This is an optimization exercise on Yosys and OpenROAD, whose aim is small area, a short achievable clock period and few clock cycles per item, not a production implementation. Function was checked by simulation only, so behaviour that the tests miss may differ from the original. No activity file was given, so power comes from the tool's default toggle rates.

// sw_tile16
module sw_tile16 (
    input  wire         clk,
    input  wire         rst,
    input  wire         start,
    input  wire [31:0]  seqA,           
    input  wire [31:0]  seqB,           
    input  wire [127:0] firstRow,       
    input  wire [127:0] firstCol,       
    input  wire [7:0]   diagonalCell,   
    output reg          done,
    output wire [7:0]   max_score,
    output wire [3:0]   max_row,
    output wire [3:0]   max_col,
    output wire [511:0] traceback,      
    output wire [127:0] lastRow,        
    output wire [127:0] lastCol         
);
Settings: LEC_CHECK=0, ABC_AREA=1, CAP_MARGIN=20, CORE_MARGIN=2, CORE_UTILIZATION=55, CTS_CLUSTER_DIAMETER=80, CTS_CLUSTER_SIZE=20, PLACE_DENSITY=0.65, SETUP_SLACK_MARGIN=3.75, SLEW_MARGIN=20, TNS_END_PERCENT=5; clock period 6.5 ns.
standard.sh (not shown) runs the stock make flow with config.mk's settings and CLKGATE_MAP_FILE= SYNTH_SCRIPT=/design/flow/synth_recipe.tcl, a recipe that flattens the netlist after the stock synthesis.
==> flow/flow/run.sh <==
#!/bin/bash
set -euo pipefail
bash standard.sh "BUFFER_PORTS_ARGS=-buffer_cell sky130_fd_sc_hd__buf_1" finish > flow_make.log 2>&1
Testbench counts at the start, summed over its fixed seeds: cycles 12,672, jobs 384.
Rerun with:
--- a/flow/config.mk
+++ b/flow/config.mk
@@ -11 +11 @@
-export CORE_UTILIZATION = 55
+export CORE_UTILIZATION = 62
@@ -14 +14 @@
-export PLACE_DENSITY = 0.65
+export PLACE_DENSITY = 0.72
Effect:
- The new run passed the timing, DRC and antenna checks
- utilization goes up by 8.1 points
- die area goes down by about 11%
- non-clock buffer count goes up by 7
- wire length goes up by about 1.7%
- fmax goes down by 1.5%
- via count goes up by about 2.7%
- count of clock-buffer cells in the layout goes up by 8
- setup slack loses 0.044 ns
- flip-flop and latch count does not change
- design area goes down by about 0.5%
Rerun with:
--- a/flow/config.mk
+++ b/flow/config.mk
@@ -12,2 +12,2 @@
-export CTS_CLUSTER_DIAMETER = 80
-export CTS_CLUSTER_SIZE = 20
+export CTS_CLUSTER_DIAMETER = 90
+export CTS_CLUSTER_SIZE = 25
@@ -15 +15 @@
-export SETUP_SLACK_MARGIN = 3.75
+export SETUP_SLACK_MARGIN = 4.0
The new run finished clean.
Cell count is about the same.
Register-to-register slack gets better by 0.19 ns.
Area after synthesis is unchanged.
Count of clock-buffer cells in the layout decreases by 26.
Flip-flop and latch count stays the same.
Cell area increases slightly.
Critical path depth is unchanged.
Via count increases slightly.
Setup slack gets better by 0.16 ns.
Total power decreases by a few percent.
Global-route usage decreases by 0.58 points.
Rerun with:
--- a/flow/config.mk
+++ b/flow/config.mk
@@ -12,2 +12,2 @@
-export CTS_CLUSTER_DIAMETER = 90
-export CTS_CLUSTER_SIZE = 25
+export CTS_CLUSTER_DIAMETER = 80
+export CTS_CLUSTER_SIZE = 20
- core utilization is about the same
- cell count barely changes
- cell area is about the same
- area after synthesis is unchanged
- clock-buffer cell count rose by 20
- hold slack is about the same
- combinational power fell by about 0.6%
- die area stays the same
- via count rose by 0.63%
- wire length rose by 0.80%

========
Setup of build 9:
sw_tile16, a different RTL version from the one above (not shown whole).
For scale: roughly 1200 flip-flops, ~1100 I/O pins, about 60000 um^2 of cells after synthesis.
clock: 6.5 ns
lec_check: 0
cap_margin: 20
core_margin: 2
core_utilization: 55
place_density: 0.65
setup_slack_margin: 3.5
slew_margin: 20
tns_end_percent: 5
Scripts as last shown in full above: flow/flow/run.sh
Testbench counts of build 9, summed over its fixed seeds: cycles 12,672, jobs 384.
Inputs modified between build 9 and build 11:
- an added CTS_CLUSTER_DIAMETER of 80
- an added CTS_CLUSTER_SIZE of 20
- an added ABC_AREA of 1
### Flow results
- On die area: between build 11 and build 9, it ends up higher for build 11.
- Net switching power figure on build 11 is up relative to build 9.
- Build 11: mux contribution to synthesized area lower than build 9
- Comparing build 11 against build 9, there is no change at all in number of hold buffers added after CTS.
- The cell area of build 11 is lower than that of build 9.
- Combinational family with the most area after synthesis: compound AO/OA/AOI/OAI gates -> build 9, simple AND/OR/NAND/NOR gates -> build 11
The inputs of build 55 differ from those of build 11 as listed below.
- a deleted CTS_CLUSTER_SIZE that had been 20
- a deleted TNS_END_PERCENT that had been 5
- a deleted CTS_CLUSTER_DIAMETER that had been 80
- a deleted ABC_AREA that had been 1
==> flow/run.sh (new file) <==
#!/bin/bash
# synth_recipe.tcl (not shown) runs the flow's synth.tcl, then flattens the netlist and writes it again
# the make line also repeats each setting of config.mk as NAME=value (left out here)
make -C /OpenROAD-flow-scripts/flow DESIGN_CONFIG=/design/flow/config.mk WORK_HOME=/design/flow/orfs CLKGATE_MAP_FILE= SYNTH_SCRIPT=/design/flow/synth_recipe.tcl finish
removed: flow/flow/run.sh
removed: flow/standard.sh
Findings:
Comparing sequential share of layout area for build 11 and build 55, the smaller number came from build 55. Between build 55 and build 11, it is build 55 whose multi-input logic cell count is lower, by 32%. Compared build 55 vs build 11, and met3 routing resource usage after global routing is up in build 55. Design area: build 11 and build 55 compared, lower one is build 11. Against build 11, total number of vias in build 55 came out better. Build 55 ends up with higher portion of total power attributed to the clock network than build 11 does. Delta (build 55 minus build 11): share of synthesized area occupied by flip-flops and latches increased 2.6 points, first-iteration DRC count increased 5.8%. The final clock period utilization by the worst path in build 55 was higher than what build 11 gave. Looking only at vertical extent of the die, and setting everything else aside, the higher value of build 11 and build 55 goes to build 11.
### build 55 -> build 46
- setting CTS_CLUSTER_SIZE to 30 for the first time
- setting CTS_CLUSTER_DIAMETER to 100 for the first time
- setting TNS_END_PERCENT to 5 for the first time
==> flow/flow/run.sh (new file) <==
#!/bin/bash
set -euo pipefail
bash standard.sh "BUFFER_PORTS_ARGS=-buffer_cell sky130_fd_sc_hd__buf_1" finish > flow_make.log 2>&1
==> flow/standard.sh (new file) <==
#!/bin/bash
# synth_recipe.tcl (not shown) runs the flow's synth.tcl, then flattens the netlist and writes it again
# the make line also repeats each setting of config.mk as NAME=value (left out here)
make -C /OpenROAD-flow-scripts/flow DESIGN_CONFIG=/design/flow/config.mk WORK_HOME=/design/flow/orfs CLKGATE_MAP_FILE= SYNTH_SCRIPT=/design/flow/synth_recipe.tcl "${@:-finish}"
removed: flow/run.sh
[summary]
Diff build 55 -> build 46: power lost about 20%; area occupied by registers neither gained nor lost much; met3 capacity usage during global routing lost 2.4 points; post-route worst setup slack picked up an extra 0.082 ns; initial antenna violation count lost 9.
Of build 55 and build 46, the run reporting the higher flip-flop and latch share of the layout cell area was build 46.
Build 46 ends up with lower number of logic stages on the critical path including buffering than build 55 does.

========
## north
The RTL this note starts from:
==> flow/design.v <==
module sw_cell (
    input  wire [7:0] u,
    input  wire [7:0] l,
    input  wire [8:0] dg1,         
    output wire [7:0] val,
    output wire [1:0] arrow
);
    wire gUL, gUD0, gLD0;
    sw_gt8 c0 (.a(u), .b(l),          .y(gUL));
    sw_gt8 c1 (.a(u), .b(dg1[7:0]),   .y(gUD0));
    sw_gt8 c2 (.a(l), .b(dg1[7:0]),   .y(gLD0));
    wire gUD = ~dg1[8] & gUD0;
    wire gLD = ~dg1[8] & gLD0;
    wire selU =  gUL & gUD;
    wire selL = ~gUL & gLD;
    wire [7:0] um1 = u - 8'd1;
    wire [7:0] lm1 = l - 8'd1;
    wire [7:0] dg  = dg1[8] ? 8'd255 : dg1[7:0] - 8'd1;
    assign val = selU ? um1 : (selL ? lm1 : dg);
    wire z = (u[7:1] == 7'd0) & (l[7:1] == 7'd0) & (dg1 == 9'd1);
    assign arrow = z ? 2'b00 : (selU ? 2'b01 : (selL ? 2'b10 : 2'b11));
endmodule
module sw_diag1 (
    input  wire [7:0] d,
    input  wire       m,
    output wire [8:0] dg1
);
    wire [8:0] p3 = {1'b0, d} + 9'd3;
    wire       w  = d[7] & d[6] & d[5] & d[4] & d[3] & d[2] & d[1];   
    assign dg1 = m ? {p3[8] & ~w, p3[7:0]} : {1'b0, d[7:1], d[0] | (d[7:1] == 7'd0)};
endmodule
module sw_gt8 (
    input  wire [7:0] a,
    input  wire [7:0] b,
    output wire       y
);
    wire [7:0] g = a & ~b;
    wire [7:0] l = ~a & b;
    wire [3:0] g1, l1;
    genvar k;
    generate
        for (k = 0; k < 4; k = k + 1) begin : q
            assign g1[k] = g[2*k+1] | (~l[2*k+1] & g[2*k]);
            assign l1[k] = l[2*k+1] | (~g[2*k+1] & l[2*k]);
        end
    endgenerate
    wire g2h = g1[3] | (~l1[3] & g1[2]);
    wire l2h = l1[3] | (~g1[3] & l1[2]);
    wire g2l = g1[1] | (~l1[1] & g1[0]);
    assign y = g2h | (~l2h & g2l);
endmodule
module sw_tile16 (
    input  wire         clk,
    input  wire         rst,
    input  wire         start,
    input  wire [31:0]  seqA,           
    input  wire [31:0]  seqB,           
    input  wire [127:0] firstRow,       
    input  wire [127:0] firstCol,       
    input  wire [7:0]   diagonalCell,   
    output reg          done,
    output wire [7:0]   max_score,
    output wire [3:0]   max_row,
    output wire [3:0]   max_col,
    output wire [511:0] traceback,      
    output wire [127:0] lastRow,        
    output wire [127:0] lastCol         
);
    localparam N = 16;
    reg        busy;
    reg  [4:0] s;
    wire       go = start & ~busy;
    always @(posedge clk) begin
        if (rst) begin
            busy <= 1'b0;
            done <= 1'b0;
            s    <= 5'd0;
        end else if (go) begin
            busy <= 1'b1;
            done <= 1'b0;
            s    <= 5'd0;
        end else if (busy) begin
            s <= s + 5'd1;
            if (s == 5'd31) begin
                busy <= 1'b0;
                done <= 1'b1;
            end
        end
    end
    wire [3:0] nxt = go ? 4'd0 : s[3:0] + 4'd1;
    wire [1:0] bn0 = seqB[{nxt, 1'b0} +: 2];
    reg  [7:0] fru;
    always @(posedge clk) begin
        fru <= firstRow[{nxt, 3'd0} +: 8];
    end
    reg  [N-1:0] act, tvl;
    always @(posedge clk) begin
        if (rst) begin
            act <= {N{1'b0}};
            tvl <= {N{1'b0}};
        end else begin
            act <= {act[N-2:0], go | (act[0] & (s[3:0] != 4'd15))};
            tvl <= act;
        end
    end
    reg  [7:0]  v    [0:N-1];    
    reg  [8:0]  dx1  [0:N-1];    
    reg  [1:0]  b    [0:N-1];    
    reg  [31:0] tb   [0:N-1];
    reg  [7:0]  rm   [0:N-1];    
    reg  [3:0]  rc   [0:N-1];
    wire [N-1:0] win;            
    reg  [3:0]  mrow;
    reg  [127:0] lr;
    wire [7:0]  cval [0:N-1];
    wire [1:0]  carw [0:N-1];
    genvar g;
    generate
        for (g = 0; g < N; g = g + 1) begin : pe
            wire [1:0] a  = seqA[2*g +: 2];
            wire [7:0] up = (g == 0) ? fru : v[(g == 0) ? 0 : g - 1];
            wire [1:0] bc = (g == 0) ? bn0 : b[(g == 0) ? 0 : g - 1];
            sw_cell u_cell (.u(up), .l(v[g]), .dg1(dx1[g]), .val(cval[g]), .arrow(carw[g]));
            wire [7:0] dn = (g == 0) ? (go ? diagonalCell : fru) : v[(g == 0) ? 0 : g - 1];
            wire [1:0] bn = (g == 0) ? bn0 : b[(g == 0) ? 0 : g - 1];
            wire [8:0] dnx1;
            sw_diag1 dgp (.d(dn), .m(a == bn), .dg1(dnx1));
            always @(posedge clk) begin
                dx1[g] <= dnx1;
                b[g]   <= bc;
                if (go)
                    v[g] <= firstCol[8*g +: 8];
                else if (act[g])
                    v[g] <= cval[g];
                if (act[g])
                    tb[g] <= {carw[g], tb[g][31:2]};
            end
            wire       tv  = tvl[g];
            wire       fin = tvl[g] & ~act[g];
            wire [3:0] col = s[3:0] - 4'd1 - g;
            wire [7:0] cm = rm[(g == 0) ? 0 : g - 1];
            wire       gvr, gvc, grc;
            sw_gt8 ct0 (.a(v[g]),  .b(rm[g]), .y(gvr));
            sw_gt8 ct1 (.a(v[g]),  .b(cm),    .y(gvc));
            sw_gt8 ct2 (.a(rm[g]), .b(cm),    .y(grc));
            wire       gt  = tv && (gvr || col == 4'd0);
            wire [7:0] t_v = gt ? v[g] : rm[g];
            wire [3:0] t_c = gt ? col  : rc[g];
            wire       gtc = gt ? gvc : grc;
            wire       keep = (g > 0) && fin && !gtc;
            assign win[g] = fin && !keep;
            always @(posedge clk) begin
                if (keep) begin
                    rm[g] <= rm[(g == 0) ? 0 : g - 1];
                    rc[g] <= rc[(g == 0) ? 0 : g - 1];
                end else begin
                    rm[g] <= t_v;
                    rc[g] <= t_c;
                end
            end
            assign traceback[32*g +: 32] = tb[g];
            assign lastCol[8*g +: 8] = v[g];
        end
    endgenerate
    always @(posedge clk)
        if (busy && s >= 5'd16)
            lr <= {v[N-1], lr[127:8]};
    assign lastRow = lr;
    always @(posedge clk)
        if (|win)
            mrow <= s[3:0];
    assign max_score = rm[N-1];
    assign max_row   = mrow;
    assign max_col   = rc[N-1];
endmodule
Settings: LEC_CHECK=0, ABC_AREA=1, CAP_MARGIN=20, CORE_MARGIN=2, CORE_UTILIZATION=55, PLACE_DENSITY=0.65, SETUP_SLACK_MARGIN=3.5, SLEW_MARGIN=20, TNS_END_PERCENT=5; clock period 6.5 ns.
==> flow/flow/run.sh <==
#!/bin/bash
set -euo pipefail
bash standard.sh "BUFFER_PORTS_ARGS=-buffer_cell sky130_fd_sc_hd__buf_1" finish > flow_make.log 2>&1
north: PASS, flow complete, no timing, DRC or antenna violations
Testbench counts of north, summed over its fixed seeds: cycles 12,672, jobs 384.
> inputs changed (north -> south)
- putting CTS_CLUSTER_SIZE at 20 where nothing was set
- putting CTS_CLUSTER_DIAMETER at 80 where nothing was set
- swapping 3.5 for 4.0 in SETUP_SLACK_MARGIN
==> run summary <==
- Across both runs, highest fanout seen on the critical path was lower for south than for north.
- Worst setup slack: lower on north
- Min number of fill cells in the layout across south and north: south
- Diff north -> south: fraction of standard cell area that is sequential down 0.81 points, buffers inserted during post-CTS setup optimization up 209, wire length of the first global-routing pass up 8700 um.

-- what the ideal ports hide --
In the flow no input, the clock included, has a driving cell. The finished layouts below were timed again as built, in two steps.
Step 1 sets driving cells, clkbuf_16 on the clock port and buf_2 on the other inputs (assumed; they add their load-dependent delay and slew).
Step 2 also shifts input and output timing later by t, the mid clock arrival at the registers, as if the neighbouring blocks saw the same clock.
a / b / c = ideal / step 1 / step 2; a / b = the first two.
run | shift t [ns] | slack for setup (ns) | worst hold slack (ns)
the first run of note 1 | 0.766 | 3.567 / 3.496 / 2.955 | 0.365 / 0.365 / 0.365
the second run of note 1 | 0.766 | 3.524 / 3.447 / 2.929 | 0.365 / 0.365 / 0.365
the third run of note 1 | 0.796 | 3.685 / 3.613 / 2.922 | 0.367 / 0.367 / 0.367
the fourth run of note 1 | 0.756 | 3.725 / 3.651 / 3.076 | 0.366 / 0.366 / 0.366
build 9 | 0.835 | 2.957 / 2.957 / 2.691 | 0.366 / 0.366 / 0.366
build 11 | 0.756 | 3.244 / 3.244 / 2.866 | 0.372 / 0.372 / 0.372
build 55 | 0.841 | 2.885 / 2.885 / 2.666 | 0.365 / 0.365 / 0.365
build 46 | 0.774 | 2.967 / 2.967 / 2.702 | 0.373 / 0.373 / 0.373
north | 0.825 | 3.230 / 3.158 / 2.810 | 0.364 / 0.364 / 0.364
south | 0.770 | 3.648 / 3.572 / 3.125 | 0.364 / 0.364 / 0.364
After both steps every run listed still meets setup and hold. For the third run of note 1, which loses most, drivers alone change the setup slack by -0.072 ns; drivers and shift together by -0.763 ns.
